This design comes from an exercise in tuning for small area, a short achievable clock period and few clock cycles per item on the open sky130 flow, not from production work. At most, simulation tests tie the RTL to the original design; equivalence was not proved.

==> flow/design.v <==
`timescale 1ns / 1ps
`default_nettype none
module sha_eng1 (
		input wire clk,
		input wire [31:0] kn,            
		input wire r63, input wire ge48,
		input wire [255:0] iv,
		input wire [31:0] tail_m,
		output wire [255:0] h1           
	);
	function [31:0] rotr(input [31:0] x, input integer s);
		rotr = (x >> s) | (x << (32 - s));
	endfunction
	wire [31:0] iva = iv[31:0], ivb = iv[63:32], ivc = iv[95:64], ivd = iv[127:96];
	wire [31:0] ive = iv[159:128], ivf = iv[191:160], ivg = iv[223:192], ivh = iv[255:224];
	reg [31:0] a, b, c, d, e, f, g, hk;
	reg [31:0] w[0:15];
	wire [31:0] S1 = rotr(e, 6) ^ rotr(e, 11) ^ rotr(e, 25);
	wire [31:0] ch = (e & f) ^ (~e & g);
	wire [31:0] S0 = rotr(a, 2) ^ rotr(a, 13) ^ rotr(a, 22);
	wire [31:0] maj = (a & b) ^ (a & c) ^ (b & c);
	wire [31:0] t1s = hk ^ S1 ^ ch;
	wire [31:0] t1c = {((hk & S1) | (hk & ch) | (S1 & ch)), 1'b0};
	wire [31:0] es = t1s ^ t1c ^ d;
	wire [31:0] ec = {((t1s & t1c) | (t1s & d) | (t1c & d)), 1'b0};
	wire [31:0] e_new = es + ec;
	wire [31:0] as1 = t1s ^ t1c ^ S0;
	wire [31:0] ac1 = {((t1s & t1c) | (t1s & S0) | (t1c & S0)), 1'b0};
	wire [31:0] as2 = as1 ^ ac1 ^ maj;
	wire [31:0] ac2 = {((as1 & ac1) | (as1 & maj) | (ac1 & maj)), 1'b0};
	wire [31:0] a_new = as2 + ac2;
	wire [31:0] hsrc = r63 ? ivh : g;
	wire [31:0] hs1 = hsrc ^ kn ^ w[1];
	wire [31:0] hc1 = {((hsrc & kn) | (hsrc & w[1]) | (kn & w[1])), 1'b0};
	wire [31:0] hk_new = hs1 + hc1;
	wire [31:0] s0 = rotr(w[1], 7) ^ rotr(w[1], 18) ^ (w[1] >> 3);
	wire [31:0] s1 = rotr(w[14], 17) ^ rotr(w[14], 19) ^ (w[14] >> 10);
	wire [31:0] ws1 = s0 ^ s1 ^ w[9];
	wire [31:0] wc1 = {((s0 & s1) | (s0 & w[9]) | (s1 & w[9])), 1'b0};
	wire [31:0] ws2 = ws1 ^ wc1 ^ w[0];
	wire [31:0] wc2 = {((ws1 & wc1) | (ws1 & w[0]) | (wc1 & w[0])), 1'b0};
	wire [31:0] nw = ws2 + wc2;
	integer i;
	always @(posedge clk) begin
		a <= r63 ? iva : a_new;
		b <= r63 ? ivb : a;
		c <= r63 ? ivc : b;
		d <= r63 ? ivd : c;
		e <= r63 ? ive : e_new;
		f <= r63 ? ivf : e;
		g <= r63 ? ivg : f;
		hk <= hk_new;
		for (i = 0; i < 15; i = i + 1) w[i] <= w[i + 1];
		w[15] <= ge48 ? tail_m : nw;
	end
	assign h1 = {g, f, e, e_new, c, b, a, a_new};
endmodule
module sha_eng2 (
		input wire clk,
		input wire [31:0] kn,            
		input wire r0, input wire r62, input wire r63, input wire ge48,
		input wire [31:0] tail_m,
		input wire ld_en,
		input wire [255:0] ld_data,      
		input wire [31:0] conv_x,        
		output wire [255:0] digest
	);
	function [31:0] rotr(input [31:0] x, input integer s);
		rotr = (x >> s) | (x << (32 - s));
	endfunction
	localparam [31:0] IVA = 32'h6a09e667, IVB = 32'hbb67ae85, IVC = 32'h3c6ef372, IVD = 32'ha54ff53a;
	localparam [31:0] IVE = 32'h510e527f, IVF = 32'h9b05688c, IVG = 32'h1f83d9ab, IVH = 32'h5be0cd19;
	localparam [31:0] IVE_MINUS_A = 32'he7046c18;
	localparam [31:0] E0_MINUS_A0 = 32'h9cbf5a55;
	reg [31:0] a, b, c, d, e, f, g, h, hk;
	reg [31:0] w[0:15];
	wire [31:0] S1 = rotr(e, 6) ^ rotr(e, 11) ^ rotr(e, 25);
	wire [31:0] ch = (e & f) ^ (~e & g);
	wire [31:0] S0 = rotr(a, 2) ^ rotr(a, 13) ^ rotr(a, 22);
	wire [31:0] maj = (a & b) ^ (a & c) ^ (b & c);
	wire [31:0] t1s = hk ^ S1 ^ ch;
	wire [31:0] t1c = {((hk & S1) | (hk & ch) | (S1 & ch)), 1'b0};
	wire [31:0] es = t1s ^ t1c ^ d;
	wire [31:0] ec = {((t1s & t1c) | (t1s & d) | (t1c & d)), 1'b0};
	wire [31:0] e_new = es + ec;
	wire [31:0] as1 = t1s ^ t1c ^ S0;
	wire [31:0] ac1 = {((t1s & t1c) | (t1s & S0) | (t1c & S0)), 1'b0};
	wire [31:0] as2 = as1 ^ ac1 ^ maj;
	wire [31:0] ac2 = {((as1 & ac1) | (as1 & maj) | (ac1 & maj)), 1'b0};
	wire [31:0] a_new = as2 + ac2;
	wire [31:0] hsrc = r63 ? 32'd0 : r0 ? IVG : g;
	wire [31:0] hs1 = hsrc ^ kn ^ w[1];
	wire [31:0] hc1 = {((hsrc & kn) | (hsrc & w[1]) | (kn & w[1])), 1'b0};
	wire [31:0] hk_new = hs1 + hc1;
	wire [31:0] dop = r0 ? hk : c;
	wire [31:0] dx = r62 ? IVE_MINUS_A : r63 ? IVD : r0 ? E0_MINUS_A0 : 32'd0;
	wire [31:0] dsum = dop + dx;
	wire [31:0] s0 = rotr(w[1], 7) ^ rotr(w[1], 18) ^ (w[1] >> 3);
	wire [31:0] s1 = rotr(w[14], 17) ^ rotr(w[14], 19) ^ (w[14] >> 10);
	wire [31:0] ws1 = s0 ^ s1 ^ w[9];
	wire [31:0] wc1 = {((s0 & s1) | (s0 & w[9]) | (s1 & w[9])), 1'b0};
	wire [31:0] ws2 = ws1 ^ wc1 ^ w[0];
	wire [31:0] wc2 = {((ws1 & wc1) | (ws1 & w[0]) | (wc1 & w[0])), 1'b0};
	wire [31:0] nw = ws2 + wc2;
	wire [31:0] conv = w[2] + conv_x;
	integer i;
	always @(posedge clk) begin
		a <= r0 ? hk : a_new;
		e <= r0 ? dsum : e_new;
		b <= r0 ? IVA : a + (r63 ? IVB : 32'd0);
		c <= r0 ? IVB : b + (r63 ? IVC : 32'd0);
		d <= r0 ? IVC : dsum;
		f <= r0 ? IVE : e + (r63 ? IVF : 32'd0);
		g <= r0 ? IVF : f + (r63 ? IVG : 32'd0);
		h <= g + IVH;
		hk <= hk_new;
		w[0] <= w[1];
		w[1] <= conv;
		for (i = 2; i < 10; i = i + 1) w[i] <= ld_en ? ld_data[32*(i-2) +: 32] : w[i + 1];
		for (i = 10; i < 15; i = i + 1) w[i] <= w[i + 1];
		w[15] <= ge48 ? tail_m : nw;
	end
	assign digest = {h, g, f, e, d, c, b, a};
endmodule
`timescale 1ns / 1ps
`default_nettype none
module miner (
		input wire clk,
		input wire rst,
		input wire [255:0] X,
		input wire [95:0] Y,
		input wire [31:0] nonce_start,
		output reg hash_valid,
		output reg [255:0] hash,
		output reg [31:0] hash_nonce
	);
	function [31:0] flip(input [31:0] v);
		flip = {v[7:0], v[15:8], v[23:16], v[31:24]};
	endfunction
	localparam [2047:0] KTAB = {
		32'hc67178f2,
		32'hbef9a3f7,
		32'ha4506ceb,
		32'h90befffa,
		32'h8cc70208,
		32'h84c87814,
		32'h78a5636f,
		32'h748f82ee,
		32'h682e6ff3,
		32'h5b9cca4f,
		32'h4ed8aa4a,
		32'h391c0cb3,
		32'h34b0bcb5,
		32'h2748774c,
		32'h1e376c08,
		32'h19a4c116,
		32'h106aa070,
		32'hf40e3585,
		32'hd6990624,
		32'hd192e819,
		32'hc76c51a3,
		32'hc24b8b70,
		32'ha81a664b,
		32'ha2bfe8a1,
		32'h92722c85,
		32'h81c2c92e,
		32'h766a0abb,
		32'h650a7354,
		32'h53380d13,
		32'h4d2c6dfc,
		32'h2e1b2138,
		32'h27b70a85,
		32'h14292967,
		32'h06ca6351,
		32'hd5a79147,
		32'hc6e00bf3,
		32'hbf597fc7,
		32'hb00327c8,
		32'ha831c66d,
		32'h983e5152,
		32'h76f988da,
		32'h5cb0a9dc,
		32'h4a7484aa,
		32'h2de92c6f,
		32'h240ca1cc,
		32'h0fc19dc6,
		32'hefbe4786,
		32'he49b69c1,
		32'hc19bf174,
		32'h9bdc06a7,
		32'h80deb1fe,
		32'h72be5d74,
		32'h550c7dc3,
		32'h243185be,
		32'h12835b01,
		32'hd807aa98,
		32'hab1c5ed5,
		32'h923f82a4,
		32'h59f111f1,
		32'h3956c25b,
		32'he9b5dba5,
		32'hb5c0fbcf,
		32'h71374491,
		32'h428a2f98};
	wire [255:0] Xr = X;
	reg [5:0] phase;
	reg [31:0] k1, kd, k2;
	reg [1:0] primed;       
	reg [31:0] N;           
	reg valid_r;
	reg e1_r63, e1_ge48;
	reg e2_r0, e2_r62, e2_r63, e2_ge48;
	wire [5:0] phase_n = rst ? 6'd48 : phase + 6'd1;
	wire [5:0] kidx1 = phase + 6'd2;
	always @(posedge clk) begin
		phase <= phase_n;
		k1 <= rst ? KTAB[32*49 +: 32] : KTAB[32*kidx1 +: 32];
		kd <= k1;
		k2 <= (phase == 6'd0) ? 32'hfc08884d : (phase == 6'd63) ? 32'h307b5f59 : kd;
		e1_r63 <= (phase_n == 6'd63);
		e1_ge48 <= (phase_n >= 6'd48);
		e2_r0 <= (phase_n == 6'd2);
		e2_r62 <= (phase_n == 6'd0);
		e2_r63 <= (phase_n == 6'd1);
		e2_ge48 <= (phase_n >= 6'd50) || (phase_n < 6'd2);
		if (rst) begin
			primed <= 2'd0;
			valid_r <= 1'b0;
			N <= nonce_start;
		end else begin
			if (phase == 6'd0 && primed != 2'd3) primed <= primed + 2'd1;
			valid_r <= (phase == 6'd1) && (primed == 2'd3);
			if (valid_r) N <= N + 32'd1;
		end
	end
	wire [31:0] n1 = N + {30'd0, primed[1], primed[0] & ~primed[1]};
	reg [31:0] m1;
	always @(*) begin
		case (phase[3:0])
			4'd0: m1 = flip(Y[31:0]);
			4'd1: m1 = flip(Y[63:32]);
			4'd2: m1 = flip(Y[95:64]);
			4'd3: m1 = flip(n1);
			4'd4: m1 = 32'h80000000;
			4'd15: m1 = 32'h00000280;
			default: m1 = 32'd0;
		endcase
	end
	wire [3:0] r2lo = phase[3:0] - 4'd2;
	wire [31:0] m2 = (r2lo == 4'd8) ? 32'h80000000 : (r2lo == 4'd15) ? 32'h00000100 : 32'd0;
	wire [31:0] conv_x = (phase < 6'd8) ? Xr[32*phase[2:0] +: 32] : 32'd0;
	wire [255:0] h1, st2;
	sha_eng1 eng1(.clk(clk), .kn(k1), .r63(e1_r63), .ge48(e1_ge48),
		.iv(Xr), .tail_m(m1), .h1(h1));
	sha_eng2 eng2(.clk(clk), .kn(k2), .r0(e2_r0), .r62(e2_r62), .r63(e2_r63), .ge48(e2_ge48),
		.tail_m(m2), .ld_en(e1_r63), .ld_data(h1), .conv_x(conv_x), .digest(st2));
	integer j;
	always @(*) begin
		hash_valid = valid_r;
		hash_nonce = N;
		for (j = 0; j < 8; j = j + 1) hash[32*j +: 32] = flip(st2[32*j +: 32]);
	end
endmodule
export LEC_CHECK = 0
export CAP_MARGIN = 20
export CORE_MARGIN = 2
export CORE_UTILIZATION = 35
export PLACE_DENSITY = 0.5
export SETUP_SLACK_MARGIN = 5
export SLEW_MARGIN = 20
create_clock -name core_clock -period 11.0 [get_ports {clk}]
run.sh (not shown) runs the stock make flow with config.mk's settings and CLKGATE_MAP_FILE= SYNTH_SCRIPT=/design/flow/synth_recipe.tcl, a recipe that flattens the netlist after the stock synthesis.
The starting point passed the timing, design-rule and antenna checks.
Testbench counts at the start, summed over its fixed seeds: cycles 21,136, items 320.
Rerun with:
--- a/flow/design.v
+++ b/flow/design.v
@@ -201,9 +201,10 @@
 		32'he9b5dba5,
 		32'hb5c0fbcf,
 		32'h71374491,
 		32'h428a2f98};
-	wire [255:0] Xr = X;
+	reg [255:0] Xr;
+	always @(posedge clk) Xr <= X;
 	reg [5:0] phase;
 	reg [31:0] k1, kd, k2;
 	reg [1:0] primed;       
 	reg [31:0] N;           
Cell area went up by 6.2%.
Worst hold slack gets worse by 0.022 ns.
Count of clock-buffer cells in the layout rose by 20.
First-iteration DRC count is lower by 3.7%.
Synthesized area climbs by 6.2%.
Global-route usage falls by 0.62 points.
Clock skew climbs by 0.032 ns.
For the second run of this note, only the layout was checked, not whether the RTL still works.

## afterwards: timing with drivers on the ports
The results above use ideal ports. As a check the final layouts listed here were re-extracted and re-timed, cells and wires unchanged.
Step 1 (the two cells are an assumption about what drives the block):
set clk [get_ports {clk}]
set_driving_cell -lib_cell sky130_fd_sc_hd__clkbuf_16 $clk
set_driving_cell -lib_cell sky130_fd_sc_hd__buf_2 [delete_from_list [all_inputs] $clk]
Step 2, shift: input delay + t, output delay - t, t = (earliest + latest rising clock arrival at the registers) / 2. This alone moves slack from input paths to output paths.
Three values: no drivers, after step 1, after step 2; two values: the first two.
run	shift t [ns]	setup slack, ns	slew at the worst register clock pin (ns)	worst data-port slew with drivers (ns)	cell pins on the clock port's net
the first run	0.953	5.044 / 5.044 / 4.282	0.07 / 0.07	0.17	1
the second run	0.958	5.006 / 5.006 / 5.006	0.08 / 0.08	0.10	1
After both steps setup and hold are still met in every run listed. For the first run, which loses most, drivers alone change the setup slack by 0.000 ns; drivers and shift together by -0.762 ns.
